This design comes from an exercise in tuning for small area and few clock cycles per item on the open sky130 flow, not from production work. Function was checked by simulation only, so behaviour that the tests miss may differ from the original. Power figures rest on the tool's default switching activity, not on a simulated workload.

## LCD_CTRL
module LCD_CTRL(clk, reset, datain, cmd, cmd_valid, dataout, output_valid, busy);
Size in the first run: ~1600 cells after synthesis.
make LEC_CHECK=0 CAP_MARGIN=20 CORE_MARGIN=2 CORE_UTILIZATION=60 CTS_BUF_LIST=sky130_fd_sc_hd__clkbuf_16 CTS_CLUSTER_DIAMETER=80 CTS_CLUSTER_SIZE=36 SLEW_MARGIN=20 finish   # period 8.0 ns
run.sh (not shown) runs the stock make flow with config.mk's settings and CLKGATE_MAP_FILE= SYNTH_SCRIPT=/design/flow/synth_recipe.tcl, a recipe that flattens the netlist after the stock synthesis.
Testbench counts at the start, summed over its fixed seeds: cycles 17,449, commands 768.
Then changed:
--- a/flow/config.mk
+++ b/flow/config.mk
@@ -11,3 +11,3 @@
-export CTS_BUF_LIST = sky130_fd_sc_hd__clkbuf_16
-export CTS_CLUSTER_DIAMETER = 80
-export CTS_CLUSTER_SIZE = 36
+export CTS_BUF_LIST = sky130_fd_sc_hd__clkbuf_8
+export CTS_CLUSTER_DIAMETER = 60
+export CTS_CLUSTER_SIZE = 20
Count of clock-buffer cells in the layout is higher by 22; power is lower by 2.2%; global-route usage is higher by 0.50 points; design area is lower by 0.69%.

* * *

LCD_CTRL, a different RTL version from the one above (not shown whole).
Size: about 1500 cells after synthesis, ~0.023 mm² of cells after synthesis.
export LEC_CHECK = 0
export CAP_MARGIN = 20
export CORE_MARGIN = 2
export CORE_UTILIZATION = 60
export CTS_BUF_LIST = sky130_fd_sc_hd__clkbuf_8
export CTS_CLUSTER_DIAMETER = 45
export CTS_CLUSTER_SIZE = 20
export SLEW_MARGIN = 20
create_clock -name core_clock -period 8.0 [get_ports {clk}]
standard.sh (not shown) runs the stock make flow with config.mk's settings and CLKGATE_MAP_FILE= SYNTH_SCRIPT=/design/flow/synth_recipe.tcl, a recipe that flattens the netlist after the stock synthesis.
==> flow/flow/run.sh <==
#!/bin/bash
# The standard layout (the standard.sh, all steps), with the input and
# output port buffers made from the smallest buffer cell.
export BUFFER_PORTS_ARGS="-buffer_cell sky130_fd_sc_hd__buf_1"
bash standard.sh > standard.log 2>&1
Testbench counts at the start, summed over its fixed seeds: cycles 17,449, commands 768.
==> next run, changes <==
--- a/flow/config.mk
+++ b/flow/config.mk
@@ -8,7 +8,7 @@
 export CAP_MARGIN = 20
 export CORE_MARGIN = 2
-export CORE_UTILIZATION = 60
+export CORE_UTILIZATION = 70
 export CTS_BUF_LIST = sky130_fd_sc_hd__clkbuf_8
-export CTS_CLUSTER_DIAMETER = 45
+export CTS_CLUSTER_DIAMETER = 60
 export CTS_CLUSTER_SIZE = 20
 export SLEW_MARGIN = 20
What happened: Area after synthesis does not change. Power came out lower by 6.2%. Clock skew goes down by 0.0037 ns. Non-clock buffer count goes down by 2. Setup slack improved by 0.012 ns. Sequential power hardly moves. Global-route usage rises by 2.0 points. Final cell count came out lower by 7.1%. Sequential cell count is unchanged. Register-to-register slack improves by 0.08 ns.

* * *

LCD_CTRL, a different RTL version from the one above (not shown whole).
For scale: about 1700 cells after synthesis, about 900 flip-flops, ~0.024 mm² of cells after synthesis.
export LEC_CHECK = 0
export CAP_MARGIN = 20
export CORE_MARGIN = 2
export CORE_UTILIZATION = 40
export SLEW_MARGIN = 20
create_clock -name core_clock -period 8.0 [get_ports {clk}]
run.sh (not shown) runs the stock make flow with config.mk's settings and CLKGATE_MAP_FILE= SYNTH_SCRIPT=/design/flow/synth_recipe.tcl, a recipe that flattens the netlist after the stock synthesis.
Stock flow here: none of the scripts above is used.
Testbench counts at the start, summed over its fixed seeds: cycles 17,449, commands 768.
==> next run, changes <==
CORE_UTILIZATION = 60   (was 40)
CTS_BUF_LIST = sky130_fd_sc_hd__clkbuf_4 sky130_fd_sc_hd__clkbuf_2   (was unset)
The changed run completed without violations.
Via count went up by 4.7%.
Utilization increases by 22 points.
Routed wire length is lower by 0.80%.
Hold slack degrades by 0.0055 ns.
Die area went down by 33%.
Clock skew came out higher by 0.016 ns.
Sequential share of layout area went up by 1.6 points.
Critical path depth fell by 1.
Cell count drops by 1.8%.
==> next run, changes <==
CTS_BUF_LIST = unset   (was sky130_fd_sc_hd__clkbuf_4 sky130_fd_sc_hd__clkbuf_2)
CTS_CLUSTER_DIAMETER = 60   (was unset)
CTS_CLUSTER_SIZE = 20   (was unset)
What happened:
- The changed run went through all stages and came out clean
- area after synthesis does not change
- design area shrinks by 4.3%
- critical path depth rose by 11
- clock power came out lower by 26%
- total power is lower by 8.4%
- count of clock-buffer cells in the layout drops by 257
- setup slack got worse by 0.19 ns
- global-route usage fell by 1.0 points

* * *

The RTL this note starts from:
==> flow/design.v <==
`timescale 1ns/1ps
module LCD_CTRL(clk, reset, datain, cmd, cmd_valid, dataout, output_valid, busy);
input           clk;
input           reset;
input   [7:0]   datain;
input   [2:0]   cmd;
input           cmd_valid;
output  [7:0]   dataout;
output          output_valid;
output reg      busy;
reg        ov;           
reg        ld;           
reg  [3:0] pa;           
reg  [3:0] pb;           
reg  [3:0] x;            
reg  [2:0] y;            
reg        fit;          
reg  [3:0] i;            
reg  [8:0] ra;           
reg  [5:0] hb;           
assign output_valid = ov;
wire wt = busy & ~ov & ~ld;      
reg [863:0] q;           
always @(posedge clk)
  q <= {(ld ? datain : q[7:0]), q[863:8]};
reg [7:0] pix;
reg [7:0] colpix;
integer ia, ih;
always @(*) begin
  pix = 8'd0;
  for (ih = 0; ih < 6; ih = ih + 1) begin
    colpix = 8'd0;
    for (ia = 0; ia < 9; ia = ia + 1)
      colpix = colpix | ({8{ra[ia]}} & q[96*ia + 16*ih +: 8]);
    pix = pix | ({8{hb[ih]}} & colpix);
  end
end
assign dataout = pix;
wire accept = cmd_valid & ~busy;
wire cload = (cmd == 3'd0);
wire c_r = (cmd == 3'd3), c_l = (cmd == 3'd4), c_u = (cmd == 3'd5), c_d = (cmd == 3'd6);
wire xinc = c_r & (x != 4'd8), xdec = c_l & (x != 4'd0);
wire yinc = c_d & (y != 3'd5), ydec = c_u & (y != 3'd0);
wire tofit = ~(c_r | c_l | c_u | c_d | (cmd == 3'd1));
wire nfit = tofit | (fit & (cmd != 3'd1));
wire [3:0] xs = x + {xdec, xdec, xdec, xinc | xdec};
wire [2:0] ys = y + {ydec, ydec, ydec | yinc};
wire [3:0] nx = (fit | tofit) ? 4'd4 : xs;
wire [2:0] ny = (fit | tofit) ? 3'd3 : ys;
wire [3:0] r0 = nfit ? 4'd1 : {1'b0, ny};
wire [3:0] c0 = nfit ? 4'd1 : nx;
wire [4:0] nb = {1'b0, c0} - {1'b0, pb} - 5'd1;
wire [3:0] b0 = nb[4] ? nb[3:0] + 4'd12 : nb[3:0];
wire [4:0] na = {1'b0, r0} - {1'b0, pa} - {4'd0, nb[4]};
wire [3:0] a0 = na[4] ? na[3:0] + 4'd9 : na[3:0];
wire rowch = (i[1:0] == 2'd3);
wire hstep = fit | rowch;
wire [5:0] hn = fit ? {hb[4:0], hb[5]} : {hb[1:0], hb[5:2]};
wire hc = fit ? hb[5] : ~(hb[0] | hb[1]);
wire a1 = hstep & (hc ^ (fit & rowch));
wire a2 = fit & rowch & hc;
wire ph_end = (pa == 4'd8) && (pb == 4'd11);
always @(posedge clk or posedge reset) begin
  if (reset) begin
    busy <= 1'b0;
    ov   <= 1'b0;
    ld   <= 1'b0;
  end else if (accept) begin
    busy <= 1'b1;
    ld   <= cload;
    ov   <= ~cload & ~b0[0];
  end else if (ld) begin
    ov <= pa[0] && (pb == 4'd2 || pb == 4'd5 || pb == 4'd8 || pb == 4'd11);
    if (ph_end) begin
      ld   <= 1'b0;
      busy <= 1'b0;
    end
  end else if (wt) begin
    ov <= 1'b1;
  end else if (ov) begin
    if (i == 4'd14) busy <= 1'b0;
    if (i == 4'd15) ov <= 1'b0;
  end
end
always @(posedge clk) begin
  if (accept && cload) begin
    pa <= 4'd0;
    pb <= 4'd0;
  end else if (pb == 4'd11) begin
    pb <= 4'd0;
    pa <= (pa == 4'd8) ? 4'd0 : pa + 4'd1;
  end else begin
    pb <= pb + 4'd1;
  end
  if (accept) begin
    i   <= 4'd0;
    fit <= nfit;
    x   <= nx;
    y   <= ny;
    ra  <= cload ? 9'b100000000 : 9'd1 << a0;
    hb  <= cload ? 6'b100000 : 6'd1 << b0[3:1];
  end else if (ov & ~ld) begin
    i <= i + 4'd1;
    if (hstep) hb <= hn;
    if (a1) ra <= {ra[7:0], ra[8]};
    else if (a2) ra <= {ra[6:0], ra[8:7]};
  end
end
endmodule
clock: 8.0 ns
lec_check: 0
cap_margin: 20
core_margin: 2
core_utilization: 60
cts_buf_list: sky130_fd_sc_hd__clkbuf_8
cts_cluster_diameter: 60
cts_cluster_size: 20
slew_margin: 20
standard.sh (not shown) runs the stock make flow with config.mk's settings and CLKGATE_MAP_FILE= SYNTH_SCRIPT=/design/flow/synth_recipe.tcl, a recipe that flattens the netlist after the stock synthesis.
Scripts as last shown in full above: flow/flow/run.sh
The baseline finished clean.
Testbench counts at the start, summed over its fixed seeds: cycles 17,449, commands 768.
Then changed:
==> flow/flow/run.sh (replaced) <==
#!/bin/bash
# The standard layout (the standard.sh, all steps), with the input and
# output port buffers made from the smallest buffer cell and clock tree
# synthesis run without dummy loads.
export BUFFER_PORTS_ARGS="-buffer_cell sky130_fd_sc_hd__buf_1"
export CTS_ARGS="-sink_clustering_enable -repair_clock_nets -sink_clustering_size 20 -sink_clustering_max_diameter 60 -buf_list sky130_fd_sc_hd__clkbuf_8 -dont_use_dummy_load"
bash standard.sh > standard.log 2>&1
--- a/flow/config.mk
+++ b/flow/config.mk
@@ -9,3 +9,3 @@
 export CORE_MARGIN = 2
-export CORE_UTILIZATION = 60
+export CORE_UTILIZATION = 70
 export CTS_BUF_LIST = sky130_fd_sc_hd__clkbuf_8
What happened:
- The changed run went through all stages and came out clean
- critical path depth stays the same
- worst hold slack got worse by 0.016 ns
- total power came out lower slightly
- global-route usage came out higher by 2.1 points
- register-to-register slack improved by 0.10 ns
- wire length came out lower by a few percent
- cell area came out lower slightly
Then changed:
==> flow/run.sh (new file) <==
#!/bin/bash
# synth_recipe.tcl (not shown) runs the flow's synth.tcl, then flattens the netlist and writes it again
# the make line also repeats each setting of config.mk as NAME=value (left out here)
make -C /OpenROAD-flow-scripts/flow DESIGN_CONFIG=/design/flow/config.mk WORK_HOME=/design/flow/orfs CLKGATE_MAP_FILE= SYNTH_SCRIPT=/design/flow/synth_recipe.tcl finish
--- a/flow/config.mk
+++ b/flow/config.mk
@@ -9,6 +9,6 @@
 export CORE_MARGIN = 2
-export CORE_UTILIZATION = 70
-export CTS_BUF_LIST = sky130_fd_sc_hd__clkbuf_8
+export CORE_UTILIZATION = 60
+export CTS_BUF_LIST = sky130_fd_sc_hd__clkbuf_16
 export CTS_CLUSTER_DIAMETER = 60
-export CTS_CLUSTER_SIZE = 20
+export CTS_CLUSTER_SIZE = 30
 export SLEW_MARGIN = 20
removed: flow/flow/run.sh
removed: flow/standard.sh
After rerunning: Critical path depth does not change; maximum frequency decreases by 6.2%; sequential share of layout area decreases by 3.1 points; design area increases by 4.2%; flip-flop and latch count stays the same; routed wire length increases by 3.6%; clock power increases by 44%; combinational power increases by about 9%; worst hold slack improved by 0.018 ns.

-- port drivers added, routing unchanged --
In the flow no input, the clock included, has a driving cell. The finished layouts below were timed again as built, in two steps. Step 1 (the two cells are an assumption about what drives the block):
set clk [get_ports {clk}]
set_driving_cell -lib_cell sky130_fd_sc_hd__clkbuf_16 $clk
set_driving_cell -lib_cell sky130_fd_sc_hd__buf_2 [delete_from_list [all_inputs] $clk]
Step 2 adds t to the input delays and takes it off the output delays; t is the mean of the earliest and latest rising clock arrival at the registers after step 1. Input paths then give back, and output paths get back, about the clock's delay inside the block. Slacks: no drivers / after step 1 / after step 2; pairs: no drivers / after step 1.
| run | shift t [ns] | slack for setup (ns) | worst setup path at the end | latest minus earliest clock arrival (ns) | cell pins on the clock port's net |
|---|---|---|---|---|---|
| the first run of note 1 | 0.676 | 1.630 / 1.661 / 0.985 | input to register | 0.026 / 0.026 | 1 |
| the second run of note 1 | 0.714 | 1.670 / 1.699 / 0.985 | input to register | 0.021 / 0.021 | 1 |
| the first run of note 2 | 0.716 | 1.720 / 1.752 / 1.037 | input to register | 0.026 / 0.027 | 1 |
| the second run of note 2 | 0.649 | 1.732 / 1.757 / 1.108 | input to register | 0.027 / 0.026 | 1 |
| the first run of note 3 | 0.685 | 1.775 / 1.718 / 1.219 | input to register | 0.034 / 0.035 | 1 |
| the second run of note 3 | 0.911 | 1.921 / 1.865 / 1.140 | input to register | 0.072 / 0.072 | 1 |
| the third run of note 3 | 0.665 | 1.728 / 1.758 / 1.093 | input to register | 0.036 / 0.037 | 1 |
| the first run of note 4 | 0.712 | 1.752 / 1.781 / 1.069 | input to register | 0.044 / 0.044 | 1 |
| the second run of note 4 | 0.623 | 1.711 / 1.736 / 1.113 | input to register | 0.080 / 0.081 | 1 |
| the third run of note 4 | 0.638 | 1.295 / 1.326 / 0.688 | input to register | 0.026 / 0.026 | 1 |
After both steps every run listed still meets setup and hold. The setup slack of the second run of note 3, which loses most, moves by -0.056 ns with the drivers and by -0.781 ns with both steps.
